Context: an optimization exercise on an open-source flow, tuned for small area. The choices shown serve that exercise and are no tape-out recipe. Only the layout flow was run in this run; the RTL was not checked for function there. No activity file was given, so power comes from the tool's default toggle rates.

<file path="design/flow/run.sh">
#!/bin/bash
# synth_recipe.tcl (not shown) runs the flow's synth.tcl, then flattens the netlist and writes it again
# the make line also repeats each setting of config.mk as NAME=value (left out here)
make -C /OpenROAD-flow-scripts/flow DESIGN_CONFIG=/design/flow/config.mk WORK_HOME=/design/flow/orfs CLKGATE_MAP_FILE= SYNTH_SCRIPT=/design/flow/synth_recipe.tcl finish
</file>
<file path="design/flow/config.mk">
export PLATFORM = sky130hd
export DESIGN_NAME = four_way_traffic_stop
export DESIGN_NICKNAME = four_way_traffic_stop
export VERILOG_FILES = /design/flow/design.v
export SDC_FILE = /design/flow/constraint.sdc
export NUM_CORES = 4
export LEC_CHECK = 0
export CAP_MARGIN = 20
export CORE_MARGIN = 2
export CORE_UTILIZATION = 40
export SLEW_MARGIN = 20
</file>
<file path="design/flow/constraint.sdc">
create_clock -name core_clock -period 10.0 [get_ports {clk}]
set_input_delay 2.0000 -clock core_clock [delete_from_list [all_inputs] [get_ports {clk}]]
set_output_delay 2.0000 -clock core_clock [all_outputs]
set_load 0.01 [all_outputs]
</file>
<file path="design/flow/design.v">
module traffic_light(
    input logic clk, reset, start,
    output logic [1:0] light_color
);
    parameter integer GREEN_TIME = 5;
    parameter integer YELLOW_TIME =2;
    parameter integer RED_TIME = 4;
    integer counter;
    typedef enum logic [1:0]{
        S_GREEN = 2'b00,
        S_YELLOW = 2'b01,
        S_RED = 2'b10
    } state_t;
    state_t current_state, next_state; 
    always_comb begin 
        next_state = current_state;
        case(current_state)
            S_GREEN: begin 
                if(counter == 0) begin
                    next_state = S_YELLOW;
                end
            end
            S_YELLOW: begin
                if (counter == 0) begin
                    next_state = S_RED;
                end
            end
            S_RED: begin 
                if (counter == 0) begin
                    next_state = S_GREEN;
                end
            end
            default: next_state = S_GREEN;
        endcase
    end
    always_ff @(posedge clk or posedge reset) begin
        if (reset) begin
            counter <= RED_TIME;
            current_state <= S_RED;
        end
        else begin
            if (current_state != next_state) begin
                case (next_state) 
                    S_GREEN: counter <= GREEN_TIME;
                    S_YELLOW: counter <= YELLOW_TIME;
                    S_RED: counter <= RED_TIME;
                    default: counter <= GREEN_TIME;
                endcase
            end
            if (start) begin
            current_state <= next_state;
            if (counter > 0)
                counter <= counter - 1;
            end
        end
    end
    assign light_color = current_state;
endmodule
module left_traffic_light(
    input logic clk, reset, start, flash,
    output logic [1:0] light_color
);
    parameter integer GREEN_TIME = 5;
    parameter integer YELLOW_TIME =2;
    parameter integer RED_TIME = 4;
    parameter integer FLASHING_YELLOW_TIME = 5;
    integer counter;
    typedef enum logic [1:0]{
        S_GREEN = 2'b00,
        S_YELLOW = 2'b01,
        S_RED = 2'b10,
        S_FLASHING_YELLOW = 2'b11
    } state_t;
    state_t current_state, next_state; 
    always_comb begin 
        next_state = current_state;
        case(current_state)
            S_GREEN: begin 
                if(counter == 0) begin
                    next_state = S_YELLOW;
                end
            end
            S_YELLOW: begin
                if (counter == 0) begin
                    next_state = S_RED;
                end
            end
            S_RED: begin 
                if (counter == 0) begin
                    if (!flash) begin
                        next_state = S_GREEN;
                    end else begin
                        next_state = S_FLASHING_YELLOW;
                    end
                end
            end
            S_FLASHING_YELLOW: begin
                if (counter == 0) begin
                    next_state = S_YELLOW;
                end
            end
            default: next_state = S_RED;
        endcase
    end
    always_ff @(posedge clk or posedge reset) begin
        if (reset) begin
            counter <= RED_TIME;
            current_state <= S_RED;
        end
        else begin
            if (current_state != next_state) begin
                case (next_state) 
                    S_GREEN: counter <= GREEN_TIME;
                    S_YELLOW: counter <= YELLOW_TIME;
                    S_RED: counter <= RED_TIME;
                    S_FLASHING_YELLOW: counter <= FLASHING_YELLOW_TIME;
                    default: counter <= GREEN_TIME;
                endcase
            end
            if (start) begin
            current_state <= next_state;
            if (counter > 0)
                counter <= counter - 1;
            end
        end
    end
    assign light_color = current_state;
endmodule
module four_way_traffic_stop(
    input logic clk, reset, car_north, car_south, car_east, car_west,
    input logic car_north_left, car_south_left, car_east_left, car_west_left,
    output logic [1:0] light_north, light_south, light_east, light_west,
    output logic [1:0] left_north, left_south, left_east, left_west
);
    parameter integer FULL_TIME = 11;
    integer counter;
    logic N_start_cmd, E_start_cmd, S_start_cmd, W_start_cmd;
    logic NL_start_cmd, EL_start_cmd, SL_start_cmd, WL_start_cmd;
    logic NL_flash, EL_flash, SL_flash, WL_flash;
    traffic_light T_NORTH(clk, reset, N_start_cmd, light_north);
    traffic_light T_EAST(clk, reset, E_start_cmd,  light_east);
    traffic_light T_SOUTH(clk, reset, S_start_cmd, light_south);
    traffic_light T_WEST(clk, reset, W_start_cmd, light_west);
    left_traffic_light L_NORTH(clk, reset, NL_start_cmd, NL_flash, left_north);
    left_traffic_light L_EAST(clk, reset, EL_start_cmd, EL_flash, left_east);
    left_traffic_light L_SOUTH(clk, reset, SL_start_cmd, SL_flash, left_south);
    left_traffic_light L_WEST(clk, reset, WL_start_cmd, WL_flash, left_west);
    typedef enum logic [2:0]{
        NS_BOTH_GREEN = 3'b000,
        N_DOUBLE_GREEN = 3'b001,
        S_DOUBLE_GREEN = 3'b010,
        EW_BOTH_GREEN = 3'b011,
        E_DOUBLE_GREEN = 3'b100,
        W_DOUBLE_GREEN = 3'b101,
        NS_DOUBLE_LEFT = 3'b110,
        EW_DOUBLE_LEFT = 3'b111
    } state_t;
    state_t current_state, next_state; 
    always_ff @(posedge clk or posedge reset) begin 
        if (reset) begin
            current_state <= NS_BOTH_GREEN;
        end else begin
            current_state <= next_state;
        end
    end
    always_comb begin
        next_state = current_state;
        case(current_state)
            NS_BOTH_GREEN: begin
                if(counter == 0) begin
                    if(car_north_left && car_south_left) begin
                        next_state = NS_DOUBLE_LEFT;
                    end else if ((car_north_left && !car_south_left) && car_north) begin
                        next_state = N_DOUBLE_GREEN;
                    end else if (car_south_left && car_south) begin
                        next_state = S_DOUBLE_GREEN;
                    end else begin
                        next_state = EW_BOTH_GREEN;
                    end
                end
            end
            NS_DOUBLE_LEFT: begin
                if(counter == 0) begin
                    next_state = EW_BOTH_GREEN;
                end
            end
            N_DOUBLE_GREEN: begin
                if(counter == 0) begin
                    next_state = EW_BOTH_GREEN;
                end
            end
            S_DOUBLE_GREEN: begin
                if(counter == 0) begin
                    next_state = EW_BOTH_GREEN;
                end
            end
            EW_BOTH_GREEN: begin
                if(counter == 0) begin
                    if(car_east_left && car_west_left) begin
                        next_state = EW_DOUBLE_LEFT;
                    end else if ((car_east_left && !car_west_left) && car_east) begin
                        next_state = E_DOUBLE_GREEN;
                    end else if (car_west_left && car_west) begin
                        next_state = W_DOUBLE_GREEN;
                    end else begin
                        next_state = NS_BOTH_GREEN;
                    end
                end
            end
            EW_DOUBLE_LEFT: begin
                if(counter == 0) begin
                    next_state = NS_BOTH_GREEN;
                end
            end
            E_DOUBLE_GREEN: begin
                if(counter == 0) begin
                    next_state = NS_BOTH_GREEN;
                end
            end
            W_DOUBLE_GREEN: begin
                if(counter == 0) begin
                    next_state = NS_BOTH_GREEN;
                end
            end
        endcase
    end
    always_comb begin
    N_start_cmd  = 1'b0;
    E_start_cmd  = 1'b0;
    S_start_cmd  = 1'b0;
    W_start_cmd  = 1'b0;
    NL_start_cmd = 1'b0;
    EL_start_cmd = 1'b0;
    SL_start_cmd = 1'b0;
    WL_start_cmd = 1'b0;
    NL_flash = 1'b0;
    EL_flash = 1'b0;
    SL_flash = 1'b0;
    WL_flash = 1'b0;
    case (current_state)
        NS_BOTH_GREEN: begin
            N_start_cmd  = 1'b1; 
            S_start_cmd  = 1'b1; 
            NL_flash     = 1'b1; 
            SL_flash     = 1'b1; 
        end
        N_DOUBLE_GREEN: begin
            N_start_cmd  = 1'b1;
            NL_start_cmd = 1'b1;
        end
        S_DOUBLE_GREEN: begin
            S_start_cmd  = 1'b1;
            SL_start_cmd = 1'b1;
        end
        EW_BOTH_GREEN: begin
            E_start_cmd  = 1'b1;
            W_start_cmd  = 1'b1;
            EL_flash     = 1'b1; 
            WL_flash     = 1'b1; 
        end
        E_DOUBLE_GREEN: begin
            E_start_cmd  = 1'b1;
            EL_start_cmd = 1'b1;
        end
        W_DOUBLE_GREEN: begin
            W_start_cmd  = 1'b1;
            WL_start_cmd = 1'b1;
        end
        NS_DOUBLE_LEFT: begin
            NL_start_cmd = 1'b1;
            SL_start_cmd = 1'b1;
        end
        EW_DOUBLE_LEFT: begin
            EL_start_cmd = 1'b1;
            WL_start_cmd = 1'b1;
        end
        default: begin
            N_start_cmd  = 1'b0;
            E_start_cmd  = 1'b0;
            S_start_cmd  = 1'b0;
            W_start_cmd  = 1'b0;
            NL_start_cmd = 1'b0;
            EL_start_cmd = 1'b0;
            SL_start_cmd = 1'b0;
            WL_start_cmd = 1'b0;
            NL_flash = 1'b0;
            EL_flash = 1'b0;
            SL_flash = 1'b0;
            WL_flash = 1'b0;
        end
    endcase
end
    always_ff @(posedge clk) begin
        if (reset) begin
            counter <= FULL_TIME;
        end
        else begin
            if (current_state != next_state) begin
                counter <= FULL_TIME;
            end
            if (counter > 0)
                counter <= counter -1;
        end
    end
endmodule
</file>
==> out/results.tsv <==
stage	metric	value	unit
status	status	no timing/DRC/antenna violations	
placed_design	Placed Cells	2579	
synth	area of the mapped netlist	0.01813	mm2
cts	clock buffer depth	3	
detailed_routing	DRT iter0 DRCs	1108	
floorplan	I/O pins	26	
critical_path	Reg-to-Reg End	T_WEST.counter[3]	
hold_path	hold_sp	T_SOUTH.counter[15]	
global_routing	largest net degree at the start of global routing	162	
cts	Post-CTS Resized	0	
synth	average size of a mapped cell	8.907	um2
critical_path	arrival time at the worst endpoint	4.92	ns
synth	Synth cell types	89	
timing	Final Max Slew Viols	0	
critical_path	Slowest cell on crit path	o2111a_1	
timing	Final min period	4.482	ns
critical_path	Critical path origin	reset	
critical_path	worst stage delay on the critical path	0.84	ns
global_routing	vias in the first global route	14840	
detailed_routing	via count	15610	
cts	clock slew at reported path FFs	0.05	ns
floorplan	Die Span X	216.9	um
timing	hold_ws	0.4703	ns
synth	EDFF count, synth	0	
synth	sequential area share after synthesis	41.61	%
floorplan	floorplan row count	77	
cts	post-CTS setup buffers	0	
synth	FFs w/ async S/R, synth	89.58	%
timing	fmax	223.1	MHz
final_layout	FF/Latch Area	0.007542	mm2
cts	CTS Root Cell	clkbuf_16	
placed_design	GP Congestion	0.8070	
power	Power Density	285.9	mW/mm2
final_layout	antenna cells	0	
synth	synthesized flop and latch total	307	
final_layout	share of cells above drive strength 1	7.150	%
hold_path	Hold Crit Class	reg -> reg	
cts	clk sinks	307	
timing	final hold viol count	0	
timing	final worst slack	5.518	ns
critical_path	Register-to-Register Path Depth	7	
final_layout	Finished Layout Cells	2648	
power	Max IR drop VDD	0.1746	mV
placed_design	post-DP HPWL	28240	um
critical_path	Setup crit start kind	input pin	
final_layout	Syn-to-layout area delta	10.95	%
timing	Final setup viols	0	
final_layout	Final nets	2068	
detailed_routing	DRC viols	0	
detailed_routing	Routed WL per cell	16.43	um
final_layout	commonest non-fill, non-tap cells in the layout	dfrtp_1, nor2_1, o21ai_0	
global_routing	gr ovfl total	0	
timing	unrepaired setup endpoints after global routing	no	
critical_path	crit path kind	in -> reg	
cts	CTS tree	yes	
critical_path	Critical R2R Launch	current_state[0]	
floorplan	Die Y	216.9	um
critical_path	CP endpoint	counter[3]	
detailed_routing	DRT Pass-1 Iters	5	
critical_path	crit path max fanout	116	
detailed_routing	Via density	5.894	
power	Overall Power	5.749	mW
cts	clk latency of the worst-skew pair	0.55	ns
critical_path	CP Data Required Time	10.44	ns
synth	Syn Nets	2075	
floorplan	Die ar.	0.04703	mm2
critical_path	critical path, cell by cell	clkdlybuf4s50_1, inv_8, o41ai_1, a21oi_1, o2111a_1, nor2_1, o32a_1	
detailed_routing	WL final	43500	um
power	Pleak	8.481	nW
placed_design	worst slack, placed	4.885	ns
critical_path	Worst Setup End Kind	register	
critical_path	R2R setup slack	6.26	ns
job	MaxCap Viol Count	0	
placed_design	Port Buf Inserts	25	
timing	actual slew at the worst max-slew pin	0.9836	ns
global_routing	initial antenna violation count	0	
cts	H-tree Lvls	2	
synth	cell count after synthesis	2035	
global_routing	total track usage	18.59	%
floorplan	Initial Utilization	40.72	%
final_layout	Filler Cell Count	4269	
floorplan	core area	0.04451	mm2
timing	Fin Setup TNS	0	ns
final_layout	commonest non-fill, non-tap cell in the layout	dfrtp_1	
synth	Yosys warning total	3	
final_layout	area of the multi-input gates	0.009985	mm2
timing	Tcrit/Tclk final	44.82	%
cts	cts-stage hold buffer count	0	
synth	ys flop type	dfrtp_1	
timing	skew final	0.01665	ns
cts	CTS Buf Count	39	
global_routing	first-pass GRT wire length	74090	um
detailed_routing	Post-DRT Antenna Nets	0	
timing	Worst slew margin	34.42	%
[cell type report]
type / count / share of cell area [%]
repair buffers: 42 / 1.941
inverters: 62 / 1.194
multi-input cells: 1576 / 49.65
clock inverters: 6 / 0.2737
clock buffers: 63 / 5.761
flip-flops and latches: 307 / 37.50
well taps: 592 / 3.683
[where the power goes]
part | leakage, nW | internal, mW | switching (mW) | total [mW]
registers | 3.93 | 1.60 | 0.403 | 2.01
logic | 3.95 | 0.936 | 1.45 | 2.38
clock network | 0.595 | 0.814 | 0.545 | 1.36
[cells by family after synthesis]
family,synth area share [%]
AND/OR/NAND/NOR,26.29
adder cells (fa/ha/maj),2.071
XOR/XNOR,2.319
multiplexers,4.728
buffers and inverters,3.410
AO/OA/AOI/OAI,19.58
flip-flops,41.61
[per-stage QoR]
| step | instance area (um2) | utilization, % |
|---|---|---|
| floorplan | 18130 | - |
| global placement | 18890 | 42.43 |
| detailed placement | 18890 | 42.43 |
| CTS | 20100 | 45.16 |
| global route | 20110 | 45.18 |
| finish | 20110 | 45.18 |
[layer usage]
layer / up-vias / GRT usage, % / routed length (um)
li1: 7709 / - / -
met1: 7584 / 25.80 / 21060
met2: 255 / 29.86 / 19900
met3: 59 / 3.215 / 1707
met4: 0 / 5.251 / 832
met5: - / 0 / 0
[registers in the layout, summed over array words and instances (netlist names), 3 cells and up]
register and flops:
T_SOUTH.counter 32, current_state 3, T_EAST.counter 32, counter 32
T_WEST.counter 32, L_SOUTH.counter 32, L_EAST.counter 32, L_NORTH.counter 32
T_NORTH.counter 32, L_WEST.counter 32
[Yosys cell counts (40+ instances only)]
cell type	number	area, um2
or3_1	69	431.7
o21ai_0	153	765.7
nor2_1	174	653.1
nor4_1	60	375.4
nand2_1	137	514.2
nor3_1	118	590.6
nand3_1	96	480.5
inv_1	62	232.7
mux2i_1	65	650.6
a31oi_1	40	250.2
a21oi_1	63	315.3
dfrtp_1	259	6481
clkbuf_1	67	251.5
[worst min path at each step]
stage / endpoint / slack (ns) / cells after the start
global placement: T_EAST.counter[26] / 0.46 / 1
floorplan: L_SOUTH.counter[22] / 0.44 / 1
CTS: T_SOUTH.counter[15] / 0.47 / 1
detailed placement: T_SOUTH.counter[15] / 0.47 / 1
finish: T_SOUTH.counter[15] / 0.47 / 1
global route: L_EAST.counter[24] / 0.49 / 1
[worst max-delay path, delay by kind of cell]
| kind | cells | cell delay (ns) |
|---|---|---|
| AND/OR/NAND/NOR | 1 | 0.18 |
| AO/OA/AOI/OAI | 4 | 1.56 |
| buffers and inverters | 2 | 1.13 |

-- what the ideal ports hide --
How much do the figures lean on ideal ports? The routed layout below was timed once more, with nothing changed but the port constraints.
Step 1 sets driving cells, clkbuf_16 on the clock port and buf_2 on the other inputs (assumed; they add their load-dependent delay and slew).
Step 2 also shifts input and output timing later by t, the mid clock arrival at the registers, as if the neighbouring blocks saw the same clock.
Slacks: ideal ports / drivers / drivers and shift; pairs: ideal ports / drivers.
t, ns: 0.599
setup WS [ns]: 5.518 / 5.550 / 4.952
slew at the worst register clock pin (ns): 0.06 / 0.06
cell pins on the clock port's net: 1
After both steps this run still meets setup and hold. The setup slack of this run moves by +0.032 ns with the drivers and by -0.566 ns with both steps.
